This is an optimization exercise on Yosys and OpenROAD, whose aim is a short achievable clock period and few clock cycles, not a production implementation. The RTL was checked by simulation tests, not by an equivalence proof against the original design.

File: design.v
`timescale 1ns / 1ps
module mul_div #(parameter DSTEP = 8) (
    input clk,
    input rst,
    input start,             
    input [1:0] op,          
    input [31:0] a,
    input [31:0] b,
    input mthi,
    input mtlo,
    output reg [31:0] hi,
    output reg [31:0] lo,
    output reg hi_pend,
    output reg lo_pend
    );
    reg mul_busy;
    reg [32:0] ma, mb;
    wire [65:0] prod = $signed(ma) * $signed(mb);
    localparam NIT = 32 / DSTEP;
    reg div_busy, div_fix;
    reg [5:0] dcnt;
    reg [31:0] drem, dq, dd;
    reg dnegq, dnegr, dzero;
    wire sgn = (op == 2'd2);
    wire neg1 = sgn & a[31];
    wire neg2 = sgn & b[31];
    wire [31:0] ua = neg1 ? -a : a;
    wire [31:0] ub = neg2 ? -b : b;
    reg [31:0] nrem, nq;
    reg [32:0] t;
    integer k;
    always @(*) begin
        nrem = drem;
        nq = dq;
        for (k = 0; k < DSTEP; k = k + 1) begin
            t = {nrem, nq[31]};
            nq = {nq[30:0], 1'b0};
            if (t >= {1'b0, dd}) begin
                t = t - {1'b0, dd};
                nq[0] = 1'b1;
            end
            nrem = t[31:0];
        end
    end
    always @(posedge clk) begin
        if (rst) begin
            hi <= 0; lo <= 0;
            hi_pend <= 0; lo_pend <= 0;
            mul_busy <= 0; div_busy <= 0; div_fix <= 0;
            dcnt <= 0;
        end else begin
            if (mul_busy) begin
                if (hi_pend) hi <= prod[63:32];
                if (lo_pend) lo <= prod[31:0];
                hi_pend <= 0; lo_pend <= 0;
                mul_busy <= 0;
            end
            if (div_busy) begin
                drem <= nrem;
                dq <= nq;
                dcnt <= dcnt - 1;
                if (dcnt == 1) begin
                    div_busy <= 0;
                    div_fix <= 1;
                end
            end
            if (div_fix) begin
                div_fix <= 0;
                if (hi_pend) hi <= dnegr ? -drem : drem;
                if (lo_pend) lo <= dzero ? 32'hffffffff : (dnegq ? -dq : dq);
                hi_pend <= 0; lo_pend <= 0;
            end
            if (mthi) begin hi <= a; hi_pend <= 0; end
            if (mtlo) begin lo <= a; lo_pend <= 0; end
            if (start) begin
                hi_pend <= 1; lo_pend <= 1;
                mul_busy <= ~op[1];
                div_busy <= op[1];
                div_fix <= 0;
                ma <= {~op[0] & a[31], a};
                mb <= {~op[0] & b[31], b};
                dcnt <= NIT;
                drem <= 0;
                dq <= ua;
                dd <= ub;
                dnegq <= neg1 ^ neg2;
                dnegr <= neg1;
                dzero <= (b == 0);
            end
        end
    end
endmodule
`timescale 1ns / 1ps
module mips(
    input clk,
    input reset,
    output [31:0] i_addr,
    input [31:0] i_data,
    output [31:0] d_addr,
    output [31:0] d_wdata,
    output [3:0] d_be,
    input [31:0] d_rdata,
    output wb_en,
    output [4:0] wb_reg,
    output [31:0] wb_data,
    output [31:0] wb_pc
    );
    reg rst;
    always @(posedge clk) rst <= reset;
    wire rst_out = reset | rst;
    reg [31:0] fpc;
    assign i_addr = fpc;
    reg x_valid;
    reg [31:0] x_ir, x_pc;
    wire [5:0] op = x_ir[31:26];
    wire [4:0] rs = x_ir[25:21];
    wire [4:0] rt = x_ir[20:16];
    wire [4:0] rd = x_ir[15:11];
    wire [4:0] sa = x_ir[10:6];
    wire [5:0] fn = x_ir[5:0];
    wire [15:0] imm = x_ir[15:0];
    wire is_r   = (op == 6'b000000);
    wire f_sll  = is_r & (fn == 6'b000000);
    wire f_srl  = is_r & (fn == 6'b000010);
    wire f_sra  = is_r & (fn == 6'b000011);
    wire f_sllv = is_r & (fn == 6'b000100);
    wire f_srlv = is_r & (fn == 6'b000110);
    wire f_srav = is_r & (fn == 6'b000111);
    wire f_jr   = is_r & (fn == 6'b001000);
    wire f_jalr = is_r & (fn == 6'b001001);
    wire f_mfhi = is_r & (fn == 6'b010000);
    wire f_mthi = is_r & (fn == 6'b010001);
    wire f_mflo = is_r & (fn == 6'b010010);
    wire f_mtlo = is_r & (fn == 6'b010011);
    wire f_md   = is_r & (fn[5:2] == 4'b0110);
    wire f_sub  = is_r & (fn[5:1] == 5'b10001);
    wire f_and  = is_r & (fn == 6'b100100);
    wire f_or   = is_r & (fn == 6'b100101);
    wire f_xor  = is_r & (fn == 6'b100110);
    wire f_nor  = is_r & (fn == 6'b100111);
    wire f_slt  = is_r & (fn == 6'b101010);
    wire f_sltu = is_r & (fn == 6'b101011);
    wire o_j     = (op == 6'b000010);
    wire o_jal   = (op == 6'b000011);
    wire o_beq   = (op == 6'b000100);
    wire o_bne   = (op == 6'b000101);
    wire o_blez  = (op == 6'b000110);
    wire o_bgtz  = (op == 6'b000111);
    wire o_rimm  = (op == 6'b000001);
    wire o_ialu  = (op[5:3] == 3'b001);
    wire o_slti  = (op == 6'b001010);
    wire o_sltiu = (op == 6'b001011);
    wire o_andi  = (op == 6'b001100);
    wire o_ori   = (op == 6'b001101);
    wire o_xori  = (op == 6'b001110);
    wire o_lui   = (op == 6'b001111);
    wire o_load  = (op[5:3] == 3'b100);
    wire o_store = (op[5:3] == 3'b101);
    wire shift_imm = f_sll | f_srl | f_sra;
    wire use_rs = ~(o_j | o_jal | o_lui | shift_imm | f_mfhi | f_mflo);
    wire use_rt = (is_r & ~(f_jr | f_jalr | f_mfhi | f_mflo | f_mthi | f_mtlo)) | o_store | o_beq | o_bne;
    wire wr_rd = is_r & ~(f_jr | f_md | f_mthi | f_mtlo);
    wire [4:0] dst = wr_rd ? rd : o_jal ? 5'd31 : rt;
    wire writes = (wr_rd | o_ialu | o_load | o_jal) & (dst != 5'd0);
    reg [1023:0] rf;
    wire [31:0] rf_rs = rf[rs*32 +: 32];
    wire [31:0] rf_rt = rf[rt*32 +: 32];
    reg m_we, m_load;
    reg [4:0] m_rd;
    reg [31:0] m_res, m_pc;
    reg [2:0] m_lt;
    reg [31:0] d_addr_r, d_wdata_r;
    reg [3:0] d_be_r;
    reg w_we, w_load;
    reg [4:0] w_rd;
    reg [31:0] w_res, w_pc, w_raw;
    reg [2:0] w_lt;
    reg [1:0] w_al;
    reg [31:0] w_val;
    always @(*) begin
        case (w_lt)
            3'b000: w_val = {{24{w_raw[w_al*8+7]}}, w_raw[w_al*8 +: 8]};
            3'b100: w_val = {24'd0, w_raw[w_al*8 +: 8]};
            3'b001: w_val = w_al[1] ? {{16{w_raw[31]}}, w_raw[31:16]} : {{16{w_raw[15]}}, w_raw[15:0]};
            3'b101: w_val = w_al[1] ? {16'd0, w_raw[31:16]} : {16'd0, w_raw[15:0]};
            default: w_val = w_raw;
        endcase
        if (!w_load) w_val = w_res;
    end
    wire [31:0] rs_v = (m_we & (m_rd == rs)) ? m_res : (w_we & (w_rd == rs)) ? w_val : rf_rs;
    wire [31:0] rt_v = (m_we & (m_rd == rt)) ? m_res : (w_we & (w_rd == rt)) ? w_val : rf_rt;
    wire [31:0] hi, lo;
    wire hi_pend, lo_pend;
    wire ld_haz = m_we & m_load & ((use_rs & (m_rd == rs)) | (use_rt & (m_rd == rt)));
    wire md_haz = (f_mfhi & hi_pend) | (f_mflo & lo_pend);
    wire stall = x_valid & (ld_haz | md_haz);
    wire go = x_valid & ~stall;
    wire [31:0] simm = {{16{imm[15]}}, imm};
    wire [31:0] zimm = {16'd0, imm};
    wire [31:0] bop = is_r ? rt_v : (o_andi | o_ori | o_xori) ? zimm : simm;
    wire [31:0] sum = rs_v + bop;
    wire [31:0] dif = rs_v - bop;
    wire lt_s = $signed(rs_v) < $signed(bop);
    wire lt_u = rs_v < bop;
    wire [4:0] shamt = shift_imm ? sa : rs_v[4:0];
    wire [31:0] pc8 = x_pc + 32'd8;
    reg [31:0] res;
    always @(*) begin
        if (f_sll | f_sllv) res = rt_v << shamt;
        else if (f_srl | f_srlv) res = rt_v >> shamt;
        else if (f_sra | f_srav) res = $signed(rt_v) >>> shamt;
        else if (f_sub) res = dif;
        else if (f_and | o_andi) res = rs_v & bop;
        else if (f_or | o_ori) res = rs_v | bop;
        else if (f_xor | o_xori) res = rs_v ^ bop;
        else if (f_nor) res = ~(rs_v | bop);
        else if (f_slt | o_slti) res = {31'd0, lt_s};
        else if (f_sltu | o_sltiu) res = {31'd0, lt_u};
        else if (o_lui) res = {imm, 16'd0};
        else if (f_jalr | o_jal) res = pc8;
        else if (f_mfhi) res = hi;
        else if (f_mflo) res = lo;
        else res = sum;
    end
    wire eq = (rs_v == rt_v);
    wire rs_z = (rs_v == 32'd0);
    wire cond = (o_beq & eq) | (o_bne & ~eq) | (o_blez & (rs_v[31] | rs_z)) |
                (o_bgtz & ~rs_v[31] & ~rs_z) |
                (o_rimm & (rt == 5'd0) & rs_v[31]) | (o_rimm & (rt == 5'd1) & ~rs_v[31]);
    wire jump = o_j | o_jal | f_jr | f_jalr;
    wire taken = x_valid & (cond | jump);
    wire [31:0] pc4 = x_pc + 32'd4;
    wire [31:0] btarget = pc4 + {simm[29:0], 2'b00};
    wire [31:0] target = (f_jr | f_jalr) ? rs_v : (o_j | o_jal) ? {pc4[29:26], x_ir[25:0], 2'b00} : btarget;
    wire [31:0] addr = sum;
    reg [3:0] be;
    reg [31:0] wdata;
    always @(*) begin
        case (op[1:0])
            2'b00: begin be = 4'b0001 << addr[1:0]; wdata = {4{rt_v[7:0]}}; end
            2'b01: begin be = addr[1] ? 4'b1100 : 4'b0011; wdata = {2{rt_v[15:0]}}; end
            default: begin be = 4'b1111; wdata = rt_v; end
        endcase
    end
    mul_div md(
        .clk(clk), .rst(rst),
        .start(go & f_md), .op(fn[1:0]), .a(rs_v), .b(rt_v),
        .mthi(go & f_mthi), .mtlo(go & f_mtlo),
        .hi(hi), .lo(lo), .hi_pend(hi_pend), .lo_pend(lo_pend));
    always @(posedge clk) begin
        if (rst) begin
            fpc <= 32'h00003000;
            x_valid <= 1'b0;
            x_ir <= 32'd0;
            x_pc <= 32'd0;
        end else if (!stall) begin
            fpc <= taken ? target : fpc + 32'd4;
            x_ir <= i_data;
            x_pc <= fpc;
            x_valid <= 1'b1;
        end
    end
    always @(posedge clk) begin
        if (rst) begin
            m_we <= 1'b0;
            m_load <= 1'b0;
        end else begin
            m_we <= go & writes;
            m_load <= o_load;
        end
        m_rd <= dst;
        m_res <= res;
        m_pc <= x_pc;
        m_lt <= op[2:0];
        d_addr_r <= addr;
        d_wdata_r <= wdata;
        d_be_r <= (rst_out | ~(go & o_store)) ? 4'b0000 : be;
    end
    assign d_addr = d_addr_r;
    assign d_wdata = d_wdata_r;
    assign d_be = d_be_r;
    always @(posedge clk) begin
        if (rst) w_we <= 1'b0;
        else w_we <= m_we;
        w_load <= m_load;
        w_rd <= m_rd;
        w_res <= m_res;
        w_pc <= m_pc;
        w_lt <= m_lt;
        w_al <= d_addr_r[1:0];
        w_raw <= d_rdata;
    end
    always @(posedge clk) begin
        if (rst) rf <= 1024'd0;
        else if (w_we) rf[w_rd*32 +: 32] <= w_val;
    end
    reg t_en;
    reg [4:0] t_reg;
    reg [31:0] t_data, t_pc;
    always @(posedge clk) begin
        t_en <= rst_out ? 1'b0 : w_we;
        t_reg <= w_rd;
        t_data <= w_val;
        t_pc <= w_pc;
    end
    assign wb_en = t_en;
    assign wb_reg = t_reg;
    assign wb_data = t_data;
    assign wb_pc = t_pc;
endmodule
File: run.sh
#!/bin/bash
# synth_recipe.tcl (not shown) runs the flow's synth.tcl, then flattens the netlist and writes it again
# the make line also repeats each setting of config.mk as NAME=value (left out here)
make -C /OpenROAD-flow-scripts/flow DESIGN_CONFIG=/design/flow/config.mk WORK_HOME=/design/flow/orfs CLKGATE_MAP_FILE= SYNTH_SCRIPT=/design/flow/synth_recipe.tcl finish
File: config.mk
export PLATFORM = sky130hd
export DESIGN_NAME = mips
export DESIGN_NICKNAME = mips
export VERILOG_FILES = /design/flow/design.v
export SDC_FILE = /design/flow/constraint.sdc
export NUM_CORES = 4
export LEC_CHECK = 0
export CAP_MARGIN = 20
export CELL_PAD_IN_SITES_DETAIL_PLACEMENT = 1
export CELL_PAD_IN_SITES_GLOBAL_PLACEMENT = 2
export CORE_MARGIN = 2
export CORE_UTILIZATION = 30
export PLACE_DENSITY = 0.45
export SLEW_MARGIN = 20
File: constraint.sdc
create_clock -name core_clock -period 200.0 [get_ports {clk}]
set_input_delay 40.0000 -clock core_clock [delete_from_list [all_inputs] [get_ports {clk}]]
set_output_delay 40.0000 -clock core_clock [all_outputs]
set_load 0.01 [all_outputs]
==> results of run 1 <==
worst paths after layout:
path / depth (start not counted) / slack [ns] / endpoint / start
max: 1 / 157.92 / i_addr[23] / fpc[23]
min: 0 / 0.27 / w_pc[22] / m_pc[22]
max reg2reg: 103 / 166.18 / md.drem[21] / md.dd[1]
min reg2reg: 0 / 0.27 / w_pc[22] / m_pc[22]
synth_stat cells, types with 56 or more instances:
| master | number | area (sq um) |
|---|---|---|
| sky130_fd_sc_hd__a21oi_1 | 1038 | 5195 |
| sky130_fd_sc_hd__nand2b_1 | 133 | 832.1 |
| sky130_fd_sc_hd__a21o_1 | 170 | 1276 |
| sky130_fd_sc_hd__inv_1 | 1291 | 4846 |
| sky130_fd_sc_hd__mux2i_1 | 186 | 1862 |
| sky130_fd_sc_hd__o21bai_1 | 68 | 510.5 |
| sky130_fd_sc_hd__xnor2_1 | 381 | 3337 |
| sky130_fd_sc_hd__a221oi_1 | 56 | 490.5 |
| sky130_fd_sc_hd__nor2b_1 | 84 | 525.5 |
| sky130_fd_sc_hd__or3_1 | 56 | 350.3 |
| sky130_fd_sc_hd__clkbuf_1 | 945 | 3547 |
| sky130_fd_sc_hd__nand2_1 | 2181 | 8187 |
| sky130_fd_sc_hd__o21ai_0 | 403 | 2017 |
| sky130_fd_sc_hd__buf_2 | 102 | 510.5 |
| sky130_fd_sc_hd__and2_1 | 317 | 1983 |
| sky130_fd_sc_hd__nor2_1 | 1499 | 5627 |
| sky130_fd_sc_hd__nor3_1 | 171 | 855.8 |
| sky130_fd_sc_hd__a31oi_1 | 94 | 588.1 |
| sky130_fd_sc_hd__mux4_2 | 641 | 14440 |
| sky130_fd_sc_hd__dfxtp_1 | 1517 | 30370 |
| sky130_fd_sc_hd__and3_1 | 94 | 588.1 |
| sky130_fd_sc_hd__ha_1 | 604 | 7557 |
| sky130_fd_sc_hd__o31ai_1 | 74 | 555.5 |
| sky130_fd_sc_hd__xor2_1 | 221 | 1936 |
| sky130_fd_sc_hd__mux2_2 | 140 | 1577 |
| sky130_fd_sc_hd__edfxtp_1 | 164 | 4925 |
| sky130_fd_sc_hd__o211ai_1 | 109 | 818.3 |
| sky130_fd_sc_hd__a211oi_1 | 861 | 6464 |
| sky130_fd_sc_hd__nand4_1 | 64 | 400.4 |
| sky130_fd_sc_hd__o21a_1 | 65 | 488.0 |
| sky130_fd_sc_hd__nand3_1 | 195 | 975.9 |
| sky130_fd_sc_hd__fa_1 | 1136 | 22740 |
cell type report:
class	instances	area, sq um	share of cell area (%)
sequential	1681	35350	22.15
tap	6223	7786	4.880
timing repair buffer	675	5901	3.698
antenna	28	70.07	0.04391
clock buffer	291	6157	3.859
inverter	1295	4861	3.046
clock inverter	104	1242	0.7786
multi-input combinational	11620	98200	61.54
kinds of logic after synthesis:
kind of cell    count (synthesis)  synth area share (%)
buf+inv                      2441                 6.719
flops                        1681                 24.88
compound gates               3314                 15.28
simple gates                 4996                 15.38
xor+xnor                      602                 3.717
fa+ha+maj                    1740                 21.36
mux                           972                 12.66
per-layer routing:
| metal | wire (um) | vias to the layer above | global-route usage (%) |
|---|---|---|---|
| met4 | 31650 | 6 | 11.43 |
| li1 | - | 53880 | - |
| met3 | 31030 | 952 | 3.426 |
| met5 | 33 | - | 0 |
| met2 | 350900 | 3216 | 50.85 |
| met1 | 309100 | 64730 | 38.09 |
stage by stage:
| step | cells | hold WS, ns | cell area [sq um] | setup slack [ns] |
|---|---|---|---|---|
| 4_1_cts | 21890 | 0.2738 | 159400 | 157.84 |
| 6_report | 21920 | 0.2693 | 159600 | 157.92 |
| 2_1_floorplan | 15750 | 0.3096 | 141800 | 159.40 |
| 3_5_place_dp | 21500 | 0.3132 | 152000 | 157.57 |
| 5_1_grt | 21900 | 0.2604 | 159500 | 157.83 |
| 3_3_place_gp | 21490 | 0.3130 | 151900 | 157.61 |
==> metrics list, run 1 <==
- Measured on the finished design, the core utilization comes to 33.87%.
* Critical Path Fanout Max: 7
- Ys async rst share: 0%
- WL final: 722700 um
- Setup TNS Final: 0 ns
- Horizontal die dimension: 691.6 um
- The slowest stage of the critical path belongs to the cell sky130_fd_sc_hd__clkdlybuf4s50_1.
- The region available for standard cell placement spans 471100 sq um.
* Number of enable-type register cells in the synthesized netlist: 164
- Final HPWL DP: 529700 um
- Once the clock tree was built, the resizer swapped 0 gates to a different size.
- Routability-driven placement finished with a final weighted congestion of 0.9347.
- Number of warnings reported in the yosys synthesis log: 2
- Antenna violations before repair: 77
- 236 I/O pins were placed.
- Distinct cells, synth: 108
* CP delay by family, top: buffers and inverters
* DRC viols: 0
- Clock tree root buffer cell: sky130_fd_sc_hd__clkbuf_16
- The critical path in this run is classified as register to output port.
- Wire per inst: 32.97 um
- The worst path needs 42.08 ns of the cycle, external delays included.
* Aggregate global-route resource usage: 29.64%
- The number of buffers and inverters on the critical path is 1.
- The first detailed-routing pass took 6 iterations.
- After clock tree synthesis, the flow added hold-fix buffers numbering 0.
- WP data arrival: 2.08 ns
- The floorplan has 252 rows.
* Hold/Removal Path Class: register to register
- Later-pin clock latency in the skew report: 0.99 ns
* # port buffers: 235
* Filler Cell Count: 53710
- The die covers 478300 sq um.
- The final layout contains 17300 nets.
- Traced cell by cell, the critical path runs through clkdlybuf4s50_1.
* Synthesized area divided by synthesized cell count: 9.008 sq um
* Slowest cell delay on critical path: 0.66 ns
* Most frequent cells in the layout: sky130_fd_sc_hd__nand2_1 (2178), sky130_fd_sc_hd__dfxtp_1 (1502), sky130_fd_sc_hd__nor2_1 (1458)
- In this run the vertical extent of the chip is 691.6 um.
- The worst pin sits at a relative slew slack of 14.97%.
- Initial Util: 30.11%
- The final-report max-slew violation count is 0.
* Sequential fraction of the synthesis area: 24.88%
- The total overflow left after global routing is 0.
* Maximum number of buffers from clock root to sink: 4
- In this run, synthesis produced a sequential element count of 1681.
- Detail-routed via count per cell: 5.601
* Clock Pin Slew Worst Setup and Hold Paths: 0.06 ns
- Maximum number of pins on one net before global-route repair: 203
- CTS buffer count: 214
- Max reg flops: 1024
* Worst setup EP type: output port
* Leading cell type in the layout, fill and taps excluded: sky130_fd_sc_hd__nand2_1
* Synth Net Count: 17550
* Final critical-path share of the clock period: 21.04%
- DRT antenna net count: 0
- H-Tree Depth: 4
* Worst endpoint required time: 160.00 ns
- Max-capacitance violation count: 0
* Dominant synthesized flop cell: sky130_fd_sc_hd__dfxtp_1
- Setup violations remaining at the end of the flow were counted as 0.
- In the final layout, the registers with the most flip-flops are rf (1024), md.ma (33), md.mb (33).
- More flip-flops sit in one register than any other, and that register is rf.
- The final hold violation count is 0.
* Initial DRC count: 9099
- Layout area overhead: 12.49%
- Post-synthesis cell area: 141800 sq um
- Slew at the pin closest to its max-slew limit: 1.240 ns
- Derived from the worst setup path, the maximum achievable clock frequency is 0.02376 GHz.
- Via count of the first global-routing pass: 131000
- The run finished with no timing, DRC or antenna violations.
* CTS tree: done
* Share of post-route cells with drive strength above 1: 11.84%
* Cells after Synth: 15750
* Count of clock tree sinks: 1681
* Wire length of the first global-routing pass: 1022000 um
- For the final database, setup skew stands at 0.1513 ns.
- Via count: 122800
- In this run the post-CTS setup repair buffer count came out at 0.
- Setup repair after global routing left no endpoint under its margin.
- STA classifies the critical path startpoint as a register.
Testbench counts, summed over its fixed seeds: cycles 69,991.
==> run 2, diff against run 1 <==
==> flow/run.sh (new file) <==
#!/bin/bash
export BUFFER_PORTS_ARGS="-buffer_cell sky130_fd_sc_hd__buf_4"
bash standard.sh SETUP_SLACK_MARGIN=159 SKIP_BUFFER_REMOVAL=1 finish > standard.log 2>&1
==> standard.sh (new file) <==
#!/bin/bash
# synth_recipe.tcl (not shown) runs the flow's synth.tcl, then flattens the netlist and writes it again
# the make line also repeats each setting of config.mk as NAME=value (left out here)
make -C /OpenROAD-flow-scripts/flow DESIGN_CONFIG=/design/flow/config.mk WORK_HOME=/design/flow/orfs CLKGATE_MAP_FILE= SYNTH_SCRIPT=/design/flow/synth_recipe.tcl "${@:-finish}"
removed: run.sh
==> run 2 against run 1 <==
  * Global-route usage hardly changed
  * Critical endpoint unchanged
  * Worst setup slack better by 0.67 ns
  * First-iteration DRC count is 0.96% higher
  * Sequential share of layout area is 0.10 points higher
  * Final cell count is 0.25% higher
  * Still clean on timing, DRC and antenna
  * Via count hardly changed
  * Maximum frequency is 1.6% higher
==> metrics list, run 2 <==
- The run finished with no timing, DRC or antenna violations.
* Sequential fraction of the synthesis area: 24.88%
* Share of post-route cells with drive strength above 1: 14.57%
* Final weighted congestion of routability-driven global placement: 0.9330
- In this run, distinct cell masters in the synthesized netlist total 108.
- The final-report max-slew violation count is 0.
* Clock tree root buffer cell: sky130_fd_sc_hd__clkbuf_16
- In this run the number of cells on the critical path is 1.
- Number of enable-type register cells in the synthesized netlist: 164
* Synth Net Count: 17550
- Max transition margin: 11.81%
- Setup repair after global routing missed its margin: yes
- The tool flagged a number of max-cap violations equal to 0.
* List of most frequent post-synthesis cells: sky130_fd_sc_hd__nand2_1 (2181), sky130_fd_sc_hd__dfxtp_1 (1517), sky130_fd_sc_hd__nor2_1 (1499)
- Horizontal die dimension: 691.6 um
- Setup slack on the worst flop-to-flop path: 165.78 ns
- Together, buffers and inverters on the worst path number 1.
- Worst setup EP type: output port
- For this run, design rule violations remaining after detail routing come to 0.
* Critical path, cell by cell: buf_6
- Number of storage elements in the synthesis netlist: 1681
* Nets: 17350
- The number of global-route vias before repair was 130000.
* Registers with the most flip-flops: rf (1024), md.ma (33), md.mb (33)
- Area contributors post-synth: sky130_fd_sc_hd__dfxtp_1 (21%), sky130_fd_sc_hd__fa_1 (16%), sky130_fd_sc_hd__mux4_2 (10%)
- The H-tree was split into 4 levels.
- TritonCTS built the clock tree.
* Cell taking the most area after synthesis: sky130_fd_sc_hd__dfxtp_1
* Number of warnings reported in the yosys synthesis log: 2
- The longest clock path from root to sink contains 4 buffers.
- CP delay by family, top: flip-flops
- Max reg flops: 1024
- Final critical-path share of the clock period: 20.71%
- rf holds more flip-flops than any other register.
- Cells on worst reg2reg path: 103
- Aggregate global-route resource usage: 29.68%
- At the pin with the least slew margin, the transition time is 1.323 ns.
- In this run the core area contains 252 standard-cell rows.
- The count of buffers added on input and output ports is 235.
* Clock Pin Slew Worst Setup and Hold Paths: 0.06 ns
* Crit path launch type: register
- For this block, the routed nets add up to 724700 um of wire.
- Via count: 122700
- Fraction of post-synthesis cell area in the top cell type by area: 21.41%
* Wire per inst: 32.97 um
- Leaving out fill and tap cells, the most frequent cells in the layout are sky130_fd_sc_hd__nand2_1 (2178), sky130_fd_sc_hd__nor2_1 (1458), sky130_fd_sc_hd__dfxtp_1 (1335).
- The floorplan step defined a die boundary enclosing 478300 sq um.
- Worst Setup Slack post-DPL: 158.00 ns
* DRT antenna net count: 0
- 236 I/O pins were placed.
- Cells after Synth: 15750
- Layout area overhead: 12.83%
* Min Clock Period, post-route: 41.41 ns
* Worst path slowest cell: sky130_fd_sc_hd__dfxtp_4
* Depth of the worst hold-timing path: 0
- Each instance of the synthesized netlist takes up on average 9.008 sq um.
- Of all nets on the critical path, the largest fanout is 2.
* Worst endpoint required time: 160.00 ns
* Initial DRC count: 9186
- On the worst path, the slowest cell contributes a delay of 0.35 ns.
* Dominant synthesized flop cell: sky130_fd_sc_hd__dfxtp_1
- Final HPWL DP: 530500 um
- The floorplan step set the die height to 691.6 um.
- The later pin in the worst-skew pair is clocked with a latency of 0.95 ns.
- The critical path is of the register to output port type.
- In this run, CTS created clock tree buffers numbering 214.
* Overflow left after global routing: 0
* Post-synthesis cell area: 141800 sq um
- Fmax achieved: 0.02415 GHz
- Leaving out fill and tap cells, the most frequent cell in the layout is sky130_fd_sc_hd__nand2_1.
* Hold/Removal Path Class: register to register
* WP data arrival: 1.41 ns
* Maximum number of pins on one net before global-route repair: 220
* Final count of negative-setup-slack endpoints: 0
- Antenna violations before repair: 60
- Count of TritonRoute iterations in the first routing pass: 5
* Detail-routed via count per cell: 5.584
- After synthesis, the share of flip-flops with an asynchronous set or reset is 0%.
- Setup TNS Final: 0 ns
- Least setup slack across all paths after layout: 158.59 ns
- Wire length of the first global-routing pass: 1022000 um
* Worst clock skew on the final layout: 0.1115 ns
- Count of clock tree sinks: 1681
* Initial Util: 30.11%
- The core region is 471100 sq um.
- By instance count, the leading cell after synthesis is sky130_fd_sc_hd__nand2_1.
* Endpoints failing hold: 0
## run 2: cell counts after synthesis
No cell type changed its count.
## run 2: final timing paths
kind,start,end
hold / removal,m_lt[2],w_lt[2]
setup / recovery,fpc[23],i_addr[23]
setup reg to reg,md.dd[1],md.drem[4]
hold reg to reg,m_lt[2],w_lt[2]
## run 2: per-stage QoR
stage	hold slack, ns	cell area (sq um)	utilization [%]	instances
finish	0.3150	160000	33.98	21980
global route	0.3234	160000	33.96	21950
CTS	0.3178	159800	33.92	21940
detailed placement	0.3135	151500	32.16	21510
global placement	0.3136	151400	32.14	21510
floorplan	0.3096	141800	-	15750
## run 2: layer usage
metal  global-route usage [%]  vias to the layer above  share of wire (%)
met5                        0                        -              0.016
met4                    11.31                       18                4.5
met3                    3.623                      945                4.4
met2                    50.67                     3100                 48
met1                    38.27                    64690                 43
li1                         -                    53960                  -
## run 2: area by class of cell
type,instances,area [sq um]
fill,53670,311000
multi-input combinational,11620,98220
sequential,1681,35620
tap,6223,7786
timing repair buffer,732,6326
clock buffer,306,6205
inverter,1295,4861
clock inverter,84,955.9
antenna,31,77.57
## run 2: timing repair
item / in CTS / in global routing
setup endpoints to repair: 171 / 170
setup buffers: 35 / 3
gates cloned: 0 / 0
hold buffers: 0 / 0
pin swaps: 1 / 0
gates resized for setup: 339 / 23
## run 2: cells by family after synthesis
group / synth area share [%]
adder cells (fa/ha/maj): 21.36
AO/OA/AOI/OAI: 15.28
XOR/XNOR: 3.717
AND/OR/NAND/NOR: 15.38
flip-flops: 24.88
buffers and inverters: 6.719
multiplexers: 12.66

-- afterwards: timing with drivers on the ports --
In the flow no input, the clock included, has a driving cell. The finished layouts below were timed again as built, in two steps. Step 1, drivers: a clkbuf_16 drives clk and a buf_2 each remaining input, both assumed. Step 2 moves the port delays by t, midway between the first and last clock arrival at a register: inputs arrive t later, outputs are due t later. That takes back most of the time a late clock gives input paths. a / b / c = ideal ports / drivers / drivers and shift; a / b = the first two.
run | t, ns | setup WS [ns] | worst data-port slew with drivers (ns) | pins driven straight from the clock port
run 1 | 1.034 | 157.921 / 157.805 / 157.460 | 0.05 | 1
run 2 | 1.014 | 158.587 / 158.467 / 158.754 | 0.05 | 1
After both steps setup and hold are still met in every run listed. The setup slack of run 1, which loses most, moves by -0.116 ns with the drivers and by -0.461 ns with both steps.
